From an optimization exercise on the open Yosys and OpenROAD flow, aimed at a short achievable clock period and few clock cycles; shortcuts taken in it are not production practice. Where RTL was checked, it was by simulation tests only, not by an equivalence proof against the original. Power figures rest on the tool's default switching activity, not on a simulated workload.

==> run H <==
// cpu
module cpu(clock, reset, instruction, read_data, memory_control, PC, ALU_result, write_data);
    input clock;
    input reset;
    input [31:0] instruction;
    input [31:0] read_data;
    output [3:0] memory_control;
    output [31:0] PC;
    output [31:0] ALU_result;
    output [31:0] write_data;
    reg [31:0] pc_o;
    reg [31:0] pc_n;
    wire [31:0] pc_f = ~pc_n;
    reg        valid_d;
    reg [31:0] ir_d;
    reg [31:0] pc_d;
    reg        pred_d;
    reg        valid_x;
    reg [31:0] a_x, b_x, sd_x, c_x;
    reg        s_add_x, s_sub_x, s_and_x, s_or_x, s_xor_x, s_slt_x, s_sltu_x;
    reg        s_sll_x, s_srl_x, s_sra_x, s_c_x;
    reg        jalr_x, ld_x, st_x, wen_x;
    reg [2:0]  f3_x;
    reg [4:0]  rd_x;
    reg        r_eq_x, r_ne_x, r_lt_x, r_ge_x, r_ltu_x, r_geu_x, r_jal_x;
    reg [31:0] alt_x;
    reg        valid_m;
    reg [31:0] res_m, sd_m, addr_m;
    reg        st_m, ld_m, wen_m, mcb_m, mch_m, mcu_m;
    reg [2:0]  f3_m;
    reg [4:0]  rd_m;
    reg        valid_w;
    reg [31:0] res_w;
    reg        wen_w;
    reg [4:0]  rd_w;
    reg [31:0] rf [1:31];
    wire        ex_redir;
    wire        id_redir;
    wire        stall;
    wire [31:0] ex_tgt;
    wire [31:0] id_tgt;
    wire [20:0] f_imm_j = {instruction[31], instruction[19:12], instruction[20], instruction[30:21], 1'b0};
    wire [12:0] f_imm_b = {instruction[31], instruction[7], instruction[30:25], instruction[11:8], 1'b0};
    wire [13:0] f_lo_j;
    wire [13:0] f_lo_b;
  ...
export LEC_CHECK = 0
export ABC_CLOCK_PERIOD_IN_PS = 3000
export CAP_MARGIN = 20
export CORE_MARGIN = 2
export CORE_UTILIZATION = 40
export SLEW_MARGIN = 20
export SYNTH_HIERARCHICAL = 1
create_clock -name core_clock -period 11.0 [get_ports {clock}]
standard.sh (not shown) runs the stock make flow with config.mk's settings and CLKGATE_MAP_FILE= SYNTH_SCRIPT=/design/flow/synth_recipe.tcl, a recipe that flattens the netlist after the stock synthesis.
==> flow/flow/run.sh <==
#!/bin/bash
# Standard ORFS layout (standard.sh) with a larger setup repair margin, so that
# repair_timing keeps improving paths well past the 11 ns clock.
set -euo pipefail
bash standard.sh SETUP_SLACK_MARGIN=7.5 finish > standard.log 2>&1
==> run D: changes against run H <==
--- a/flow/design.v
+++ b/flow/design.v
@@ -324,15 +324,15 @@
     reg [31:0] ir_d;
     reg [31:0] pc_d;
     reg        pred_d;
     reg        valid_x;
     reg [31:0] a_x, b_x, sd_x, c_x;
     reg        s_add_x, s_sub_x, s_and_x, s_or_x, s_xor_x, s_slt_x, s_sltu_x;
     reg        s_sll_x, s_srl_x, s_sra_x, s_c_x;
-    reg        jalr_x, ld_x, st_x, wen_x;
+    reg        jalr_x, ld_x, st_x, wen_x, p_add_x;
     reg [2:0]  f3_x;
     reg [4:0]  rd_x;
     reg        r_eq_x, r_ne_x, r_lt_x, r_ge_x, r_ltu_x, r_geu_x, r_jal_x;
     reg [31:0] alt_x;
     reg        valid_m;
     reg [31:0] res_m, sd_m, addr_m;
     reg        st_m, ld_m, wen_m, mcb_m, mch_m, mcu_m;
@@ -358,18 +358,21 @@
     wire [18:0] f_hi_p = pc_f[31:13] + 19'd1;
     wire [18:0] f_hi_m = pc_f[31:13] - 19'd1;
     wire [31:0] pc_other = stall ? pc_f : pc_f + 32'd4;
     wire        f_pred, f_jal, sel_j, sel_b;
     wire [18:0] up1, up0;
     fetch_select fetch_select(instruction, stall, f_hi, f_hi_p, f_hi_m, pc_other[31:13],
                               f_pred, f_jal, sel_j, sel_b, up1, up0);
+    wire [18:0] p1 = id_redir ? id_tgt[31:13] : up1;
+    wire [18:0] p0 = id_redir ? id_tgt[31:13] : up0;
+    wire [12:0] q_lo = id_redir ? id_tgt[12:0] : pc_other[12:0];
     wire [31:0] pc_next;
     wire [31:0] pc_next_n;
-    pc_final pc_final(ex_redir, ex_tgt, id_redir, id_tgt, f_jal, f_lo_j[13], f_lo_b[13], up1, up0,
-                      sel_j, sel_b, f_lo_j[12:0], f_lo_b[12:0], pc_other[12:0],
+    pc_final pc_final(ex_redir, ex_tgt, f_jal, f_lo_j[13], f_lo_b[13], p1, p0,
+                      sel_j & ~id_redir, sel_b & ~id_redir, f_lo_j[12:0], f_lo_b[12:0], q_lo,
                       pc_next, pc_next_n);
     always @(posedge clock, posedge reset)
         if (reset)
             pc_o <= 32'd0;
         else
             pc_o <= pc_next;
     always @(posedge clock, posedge reset)
@@ -417,17 +420,23 @@
     wire x2 = valid_x & wen_x & (rd_x == rs2);
     assign stall = valid_d & (
         (use_rs1 & ((x1 & ld_x) | (m1 & ld_m))) |
         (use_rs2 & ((x2 & ld_x) | (m2 & ld_m))));
     wire jalr_c = x1 & s_c_x;
     wire jalr_z = (rs1 == 5'd0);
     wire jalr_fast = is_jalr & (jalr_c | jalr_z);
-    assign id_redir = valid_d & ~stall & jalr_fast;
     wire [31:0] id_tgt_c = c_x + imm_i;
-    assign id_tgt = jalr_c ? id_tgt_c : imm_i;
+    wire [31:0] zx = (a_x ^ b_x) ^ {a_x[30:0] | b_x[30:0], 1'b0};
+    wire sum_zero = ~|zx;
+    wire br_on_sum = is_br & pred_d & (f3[2:1] == 2'b00) & valid_x & wen_x & p_add_x &
+                     (((rs2 == 5'd0) & (rd_x == rs1)) | ((rs1 == 5'd0) & (rd_x == rs2)));
+    wire br_fall = br_on_sum & (f3[0] ? sum_zero : ~sum_zero);
+    assign id_redir = valid_d & ~stall & (jalr_fast | br_fall);
+    assign id_tgt = jalr_fast ? (jalr_c ? id_tgt_c : imm_i) : pcp4_d;
+    wire pred_e = pred_d & ~br_fall;
     always @(posedge clock, posedge reset)
         if (reset)
             valid_d <= 1'b0;
         else if (ex_redir)
             valid_d <= 1'b0;
         else if (~stall)
             valid_d <= ~id_redir;
@@ -448,14 +457,15 @@
     wire [31:0] res_x;
     always @(posedge clock) begin
         a_x   <= fa ? res_x : rv1;
         b_x   <= fb ? res_x : (is_op | is_br) ? rv2 : is_st ? imm_s : imm_i;
         sd_x  <= fs ? res_x : rv2;
         c_x   <= is_lui ? imm_u : is_auipc ? auipc_d : pcp4_d;
         s_add_x  <= is_ld | is_st | ((is_opi | is_op) & (f3 == 3'b000) & ~(is_op & f7b5));
+        p_add_x  <= (is_opi | is_op) & (f3 == 3'b000) & ~(is_op & f7b5);
         s_sub_x  <= is_op & (f3 == 3'b000) & f7b5;
         s_sll_x  <= (is_opi | is_op) & (f3 == 3'b001);
         s_slt_x  <= (is_opi | is_op) & (f3 == 3'b010);
         s_sltu_x <= (is_opi | is_op) & (f3 == 3'b011);
         s_xor_x  <= (is_opi | is_op) & (f3 == 3'b100);
         s_srl_x  <= (is_opi | is_op) & (f3 == 3'b101) & ~f7b5;
         s_sra_x  <= (is_opi | is_op) & (f3 == 3'b101) & f7b5;
@@ -464,23 +474,23 @@
         s_c_x    <= is_lui | is_auipc | is_jal | is_jalr;
         jalr_x <= is_jalr & ~jalr_fast;
         ld_x  <= is_ld;
         st_x  <= is_st;
         wen_x <= wen_d;
         f3_x  <= f3;
         rd_x  <= rd;
-        r_eq_x  <= is_br & ((f3 == 3'b000) & ~pred_d | (f3 == 3'b001) & pred_d);
-        r_ne_x  <= is_br & ((f3 == 3'b001) & ~pred_d | (f3 == 3'b000) & pred_d);
-        r_lt_x  <= is_br & ((f3 == 3'b100) & ~pred_d | (f3 == 3'b101) & pred_d);
-        r_ge_x  <= is_br & ((f3 == 3'b101) & ~pred_d | (f3 == 3'b100) & pred_d);
-        r_ltu_x <= is_br & ((f3 == 3'b110) & ~pred_d | (f3 == 3'b111) & pred_d);
-        r_geu_x <= is_br & ((f3 == 3'b111) & ~pred_d | (f3 == 3'b110) & pred_d);
+        r_eq_x  <= is_br & ((f3 == 3'b000) & ~pred_e | (f3 == 3'b001) & pred_e);
+        r_ne_x  <= is_br & ((f3 == 3'b001) & ~pred_e | (f3 == 3'b000) & pred_e);
+        r_lt_x  <= is_br & ((f3 == 3'b100) & ~pred_e | (f3 == 3'b101) & pred_e);
+        r_ge_x  <= is_br & ((f3 == 3'b101) & ~pred_e | (f3 == 3'b100) & pred_e);
+        r_ltu_x <= is_br & ((f3 == 3'b110) & ~pred_e | (f3 == 3'b111) & pred_e);
+        r_geu_x <= is_br & ((f3 == 3'b111) & ~pred_e | (f3 == 3'b110) & pred_e);
         r_jal_x <= is_jal & ~pred_d;
-        alt_x <= ({32{pred_d}} & pcp4_d) | ({32{~pred_d & is_jal}} & tgt_j) |
-                 ({32{~pred_d & ~is_jal}} & tgt_b);
+        alt_x <= ({32{pred_e}} & pcp4_d) | ({32{~pred_d & is_jal}} & tgt_j) |
+                 ({32{~pred_e & ~is_jal}} & tgt_b);
     end
     wire [31:0] A  = a_x;
     wire [31:0] B  = b_x;
     wire [31:0] SD = sd_x;
     wire [31:0] sum = A + B;
     wire [31:0] dif = A - B;
     wire [30:0] lt0 = ~A[30:0] & B[30:0];
@@ -606,20 +616,18 @@
     assign pred = jal | bbr;
     assign sel_j = jal & ~hold;
     assign sel_b = bbr & ~hold;
     wire s = jal ? imm_j[12] : imm_b[12];
     assign up1 = (sel_j | sel_b) ? (s ? hi : hi_p) : other;
     assign up0 = (sel_j | sel_b) ? (s ? hi_m : hi) : other;
 endmodule
-module pc_final(ex_redir, ex_tgt, id_redir, id_tgt, jal, cj, cb, up1, up0, sel_j, sel_b,
+module pc_final(ex_redir, ex_tgt, jal, cj, cb, up1, up0, sel_j, sel_b,
                 lo_j, lo_b, lo_other, pc_next, pc_next_n);
     input ex_redir;
     input [31:0] ex_tgt;
-    input id_redir;
-    input [31:0] id_tgt;
     input jal;
     input cj;
     input cb;
     input [18:0] up1;
     input [18:0] up0;
     input sel_j;
     input sel_b;
@@ -627,10 +635,10 @@
     input [12:0] lo_b;
     input [12:0] lo_other;
     output [31:0] pc_next;
     output [31:0] pc_next_n;
     wire c = jal ? cj : cb;
     wire [18:0] up = c ? up1 : up0;
     wire [12:0] lo = ({13{sel_j}} & lo_j) | ({13{sel_b}} & lo_b) | ({13{~sel_j & ~sel_b}} & lo_other);
-    assign pc_next = ex_redir ? ex_tgt : id_redir ? id_tgt : {up, lo};
+    assign pc_next = ex_redir ? ex_tgt : {up, lo};
     assign pc_next_n = ~pc_next;
 endmodule
==> run G: changes against run H <==
--- a/flow/design.v
+++ b/flow/design.v
@@ -324,15 +324,15 @@
     reg [31:0] ir_d;
     reg [31:0] pc_d;
     reg        pred_d;
     reg        valid_x;
     reg [31:0] a_x, b_x, sd_x, c_x;
     reg        s_add_x, s_sub_x, s_and_x, s_or_x, s_xor_x, s_slt_x, s_sltu_x;
     reg        s_sll_x, s_srl_x, s_sra_x, s_c_x;
-    reg        jalr_x, ld_x, st_x, wen_x;
+    reg        jalr_x, ld_x, st_x, wen_x, p_add_x;
     reg [2:0]  f3_x;
     reg [4:0]  rd_x;
     reg        r_eq_x, r_ne_x, r_lt_x, r_ge_x, r_ltu_x, r_geu_x, r_jal_x;
     reg [31:0] alt_x;
     reg        valid_m;
     reg [31:0] res_m, sd_m, addr_m;
     reg        st_m, ld_m, wen_m, mcb_m, mch_m, mcu_m;
@@ -358,18 +358,21 @@
     wire [18:0] f_hi_p = pc_f[31:13] + 19'd1;
     wire [18:0] f_hi_m = pc_f[31:13] - 19'd1;
     wire [31:0] pc_other = stall ? pc_f : pc_f + 32'd4;
     wire        f_pred, f_jal, sel_j, sel_b;
     wire [18:0] up1, up0;
     fetch_select fetch_select(instruction, stall, f_hi, f_hi_p, f_hi_m, pc_other[31:13],
                               f_pred, f_jal, sel_j, sel_b, up1, up0);
+    wire [18:0] p1 = id_redir ? id_tgt[31:13] : up1;
+    wire [18:0] p0 = id_redir ? id_tgt[31:13] : up0;
+    wire [12:0] q_lo = id_redir ? id_tgt[12:0] : pc_other[12:0];
     wire [31:0] pc_next;
     wire [31:0] pc_next_n;
-    pc_final pc_final(ex_redir, ex_tgt, id_redir, id_tgt, f_jal, f_lo_j[13], f_lo_b[13], up1, up0,
-                      sel_j, sel_b, f_lo_j[12:0], f_lo_b[12:0], pc_other[12:0],
+    pc_final pc_final(ex_redir, ex_tgt, f_jal, f_lo_j[13], f_lo_b[13], p1, p0,
+                      sel_j & ~id_redir, sel_b & ~id_redir, f_lo_j[12:0], f_lo_b[12:0], q_lo,
                       pc_next, pc_next_n);
     always @(posedge clock, posedge reset)
         if (reset)
             pc_o <= 32'd0;
         else
             pc_o <= pc_next;
     always @(posedge clock, posedge reset)
@@ -407,27 +410,33 @@
     wire [31:0] auipc_d = pc_d + imm_u;
     wire [31:0] rf1 = (rs1 == 5'd0) ? 32'd0 : rf[rs1];
     wire [31:0] rf2 = (rs2 == 5'd0) ? 32'd0 : rf[rs2];
     wire m1 = valid_m & wen_m & (rd_m == rs1);
     wire m2 = valid_m & wen_m & (rd_m == rs2);
     wire w1 = valid_w & wen_w & (rd_w == rs1);
     wire w2 = valid_w & wen_w & (rd_w == rs2);
-    wire [31:0] rv1 = m1 ? res_m : w1 ? res_w : rf1;
-    wire [31:0] rv2 = m2 ? res_m : w2 ? res_w : rf2;
+    wire [31:0] ld_val;
+    wire [31:0] mv = ld_m ? ld_val : res_m;
+    wire [31:0] rv1 = m1 ? mv : w1 ? res_w : rf1;
+    wire [31:0] rv2 = m2 ? mv : w2 ? res_w : rf2;
     wire x1 = valid_x & wen_x & (rd_x == rs1);
     wire x2 = valid_x & wen_x & (rd_x == rs2);
-    assign stall = valid_d & (
-        (use_rs1 & ((x1 & ld_x) | (m1 & ld_m))) |
-        (use_rs2 & ((x2 & ld_x) | (m2 & ld_m))));
+    assign stall = valid_d & ((use_rs1 & x1 & ld_x) | (use_rs2 & x2 & ld_x));
     wire jalr_c = x1 & s_c_x;
     wire jalr_z = (rs1 == 5'd0);
     wire jalr_fast = is_jalr & (jalr_c | jalr_z);
-    assign id_redir = valid_d & ~stall & jalr_fast;
     wire [31:0] id_tgt_c = c_x + imm_i;
-    assign id_tgt = jalr_c ? id_tgt_c : imm_i;
+    wire [31:0] zx = (a_x ^ b_x) ^ {a_x[30:0] | b_x[30:0], 1'b0};
+    wire sum_zero = ~|zx;
+    wire br_on_sum = is_br & pred_d & (f3[2:1] == 2'b00) & valid_x & wen_x & p_add_x &
+                     (((rs2 == 5'd0) & (rd_x == rs1)) | ((rs1 == 5'd0) & (rd_x == rs2)));
+    wire br_fall = br_on_sum & (f3[0] ? sum_zero : ~sum_zero);
+    assign id_redir = valid_d & ~stall & (jalr_fast | br_fall);
+    assign id_tgt = jalr_fast ? (jalr_c ? id_tgt_c : imm_i) : pcp4_d;
+    wire pred_e = pred_d & ~br_fall;
     always @(posedge clock, posedge reset)
         if (reset)
             valid_d <= 1'b0;
         else if (ex_redir)
             valid_d <= 1'b0;
         else if (~stall)
             valid_d <= ~id_redir;
@@ -448,14 +457,15 @@
     wire [31:0] res_x;
     always @(posedge clock) begin
         a_x   <= fa ? res_x : rv1;
         b_x   <= fb ? res_x : (is_op | is_br) ? rv2 : is_st ? imm_s : imm_i;
         sd_x  <= fs ? res_x : rv2;
         c_x   <= is_lui ? imm_u : is_auipc ? auipc_d : pcp4_d;
         s_add_x  <= is_ld | is_st | ((is_opi | is_op) & (f3 == 3'b000) & ~(is_op & f7b5));
+        p_add_x  <= (is_opi | is_op) & (f3 == 3'b000) & ~(is_op & f7b5);
         s_sub_x  <= is_op & (f3 == 3'b000) & f7b5;
         s_sll_x  <= (is_opi | is_op) & (f3 == 3'b001);
         s_slt_x  <= (is_opi | is_op) & (f3 == 3'b010);
         s_sltu_x <= (is_opi | is_op) & (f3 == 3'b011);
         s_xor_x  <= (is_opi | is_op) & (f3 == 3'b100);
         s_srl_x  <= (is_opi | is_op) & (f3 == 3'b101) & ~f7b5;
         s_sra_x  <= (is_opi | is_op) & (f3 == 3'b101) & f7b5;
@@ -464,23 +474,23 @@
         s_c_x    <= is_lui | is_auipc | is_jal | is_jalr;
         jalr_x <= is_jalr & ~jalr_fast;
         ld_x  <= is_ld;
         st_x  <= is_st;
         wen_x <= wen_d;
         f3_x  <= f3;
         rd_x  <= rd;
-        r_eq_x  <= is_br & ((f3 == 3'b000) & ~pred_d | (f3 == 3'b001) & pred_d);
-        r_ne_x  <= is_br & ((f3 == 3'b001) & ~pred_d | (f3 == 3'b000) & pred_d);
-        r_lt_x  <= is_br & ((f3 == 3'b100) & ~pred_d | (f3 == 3'b101) & pred_d);
-        r_ge_x  <= is_br & ((f3 == 3'b101) & ~pred_d | (f3 == 3'b100) & pred_d);
-        r_ltu_x <= is_br & ((f3 == 3'b110) & ~pred_d | (f3 == 3'b111) & pred_d);
-        r_geu_x <= is_br & ((f3 == 3'b111) & ~pred_d | (f3 == 3'b110) & pred_d);
+        r_eq_x  <= is_br & ((f3 == 3'b000) & ~pred_e | (f3 == 3'b001) & pred_e);
+        r_ne_x  <= is_br & ((f3 == 3'b001) & ~pred_e | (f3 == 3'b000) & pred_e);
+        r_lt_x  <= is_br & ((f3 == 3'b100) & ~pred_e | (f3 == 3'b101) & pred_e);
+        r_ge_x  <= is_br & ((f3 == 3'b101) & ~pred_e | (f3 == 3'b100) & pred_e);
+        r_ltu_x <= is_br & ((f3 == 3'b110) & ~pred_e | (f3 == 3'b111) & pred_e);
+        r_geu_x <= is_br & ((f3 == 3'b111) & ~pred_e | (f3 == 3'b110) & pred_e);
         r_jal_x <= is_jal & ~pred_d;
-        alt_x <= ({32{pred_d}} & pcp4_d) | ({32{~pred_d & is_jal}} & tgt_j) |
-                 ({32{~pred_d & ~is_jal}} & tgt_b);
+        alt_x <= ({32{pred_e}} & pcp4_d) | ({32{~pred_d & is_jal}} & tgt_j) |
+                 ({32{~pred_e & ~is_jal}} & tgt_b);
     end
     wire [31:0] A  = a_x;
     wire [31:0] B  = b_x;
     wire [31:0] SD = sd_x;
     wire [31:0] sum = A + B;
     wire [31:0] dif = A - B;
     wire [30:0] lt0 = ~A[30:0] & B[30:0];
@@ -545,15 +555,15 @@
         mcu_m  <= f3_x[2] & (ld_x | st_x);
         rd_m   <= rd_x;
     end
     assign PC = pc_o;
     assign ALU_result = addr_m;
     assign write_data = sd_m;
     assign memory_control = {mcu_m, mch_m, mcb_m, st_m};
-    wire [31:0] ld_val =
+    assign ld_val =
         (f3_m == 3'b000) ? {{24{read_data[7]}}, read_data[7:0]} :
         (f3_m == 3'b001) ? {{16{read_data[15]}}, read_data[15:0]} :
                            read_data;
     always @(posedge clock, posedge reset)
         if (reset)
             valid_w <= 1'b0;
         else
@@ -606,20 +616,18 @@
     assign pred = jal | bbr;
     assign sel_j = jal & ~hold;
     assign sel_b = bbr & ~hold;
     wire s = jal ? imm_j[12] : imm_b[12];
     assign up1 = (sel_j | sel_b) ? (s ? hi : hi_p) : other;
     assign up0 = (sel_j | sel_b) ? (s ? hi_m : hi) : other;
 endmodule
-module pc_final(ex_redir, ex_tgt, id_redir, id_tgt, jal, cj, cb, up1, up0, sel_j, sel_b,
+module pc_final(ex_redir, ex_tgt, jal, cj, cb, up1, up0, sel_j, sel_b,
                 lo_j, lo_b, lo_other, pc_next, pc_next_n);
     input ex_redir;
     input [31:0] ex_tgt;
-    input id_redir;
-    input [31:0] id_tgt;
     input jal;
     input cj;
     input cb;
     input [18:0] up1;
     input [18:0] up0;
     input sel_j;
     input sel_b;
@@ -627,10 +635,10 @@
     input [12:0] lo_b;
     input [12:0] lo_other;
     output [31:0] pc_next;
     output [31:0] pc_next_n;
     wire c = jal ? cj : cb;
     wire [18:0] up = c ? up1 : up0;
     wire [12:0] lo = ({13{sel_j}} & lo_j) | ({13{sel_b}} & lo_b) | ({13{~sel_j & ~sel_b}} & lo_other);
-    assign pc_next = ex_redir ? ex_tgt : id_redir ? id_tgt : {up, lo};
+    assign pc_next = ex_redir ? ex_tgt : {up, lo};
     assign pc_next_n = ~pc_next;
 endmodule
==> summary of the runs <==
Global-route usage: run H < run G < run D.
The highest routed wire length belongs to run D, the lowest to run H.
Register-to-register slack, lowest first: run G, run D, run H.
Clock power, lowest first: run H, run G, run D.
==> figures <==
|  | run G | run D | run H |
|---|---|---|---|
| Area after DPL | 0.0872 mm² | 0.0875 mm² | 0.0861 mm² |
| Setup CP Type | reg -> reg | reg -> reg | in -> reg |
| Total number of tap cells | 2688 | 2704 | 2672 |
| Combined area of the multi-input logic cells | 0.0435 mm² | 0.0440 mm² | 0.0421 mm² |
| First-pass GRT wire length | 457000 µm | 464000 µm | 432000 µm |
| Status | complete, no violations | complete, no violations | complete, no violations |
| Site Rows | 166 | 167 | 165 |
| Power density over the cells | 192 mW/mm² | 194 mW/mm² | 186 mW/mm² |
| Synth Register Bits | 1474 | 1474 | 1473 |
| Library cell contributing the largest single delay on the critical path | sky130_fd_sc_hd__dfstp_2 | sky130_fd_sc_hd__or4_4 | sky130_fd_sc_hd__o31ai_1 |
Testbench counts of run D, summed over its fixed seeds: cycles 126,911.
Testbench counts of run G, summed over its fixed seeds: cycles 126,431.
Only the layout flow was run in run H; the RTL was not checked for function there.

## re-timing with driven ports
How much do the figures lean on ideal ports? The routed layouts below were timed once more, with nothing changed but the port constraints.
Step 1: set_driving_cell puts a clkbuf_16 on clock and a buf_2 on each other input, an assumption about the parent block.
Step 2 also shifts input and output timing later by t, the mid clock arrival at the registers, as if the neighbouring blocks saw the same clock.
Three values: ideal ports, drivers, drivers and shift; two values: the first two.
| run | shift t [ns] | setup WS [ns] | hold slack, ns | slew at the worst register clock pin (ns) |
|---|---|---|---|---|
| run H | 0.915 | 7.213 / 7.229 / 6.314 | 0.326 / 0.326 / 0.326 | 0.07 / 0.07 |
| run D | 0.915 | 7.235 / 7.235 / 6.457 | 0.285 / 0.285 / 0.285 | 0.07 / 0.07 |
| run G | 0.903 | 6.583 / 6.583 / 6.400 | 0.326 / 0.326 / 0.326 | 0.08 / 0.08 |
After both steps every run listed still meets setup and hold. For run H, which loses most, drivers alone change the setup slack by +0.016 ns; drivers and shift together by -0.899 ns.
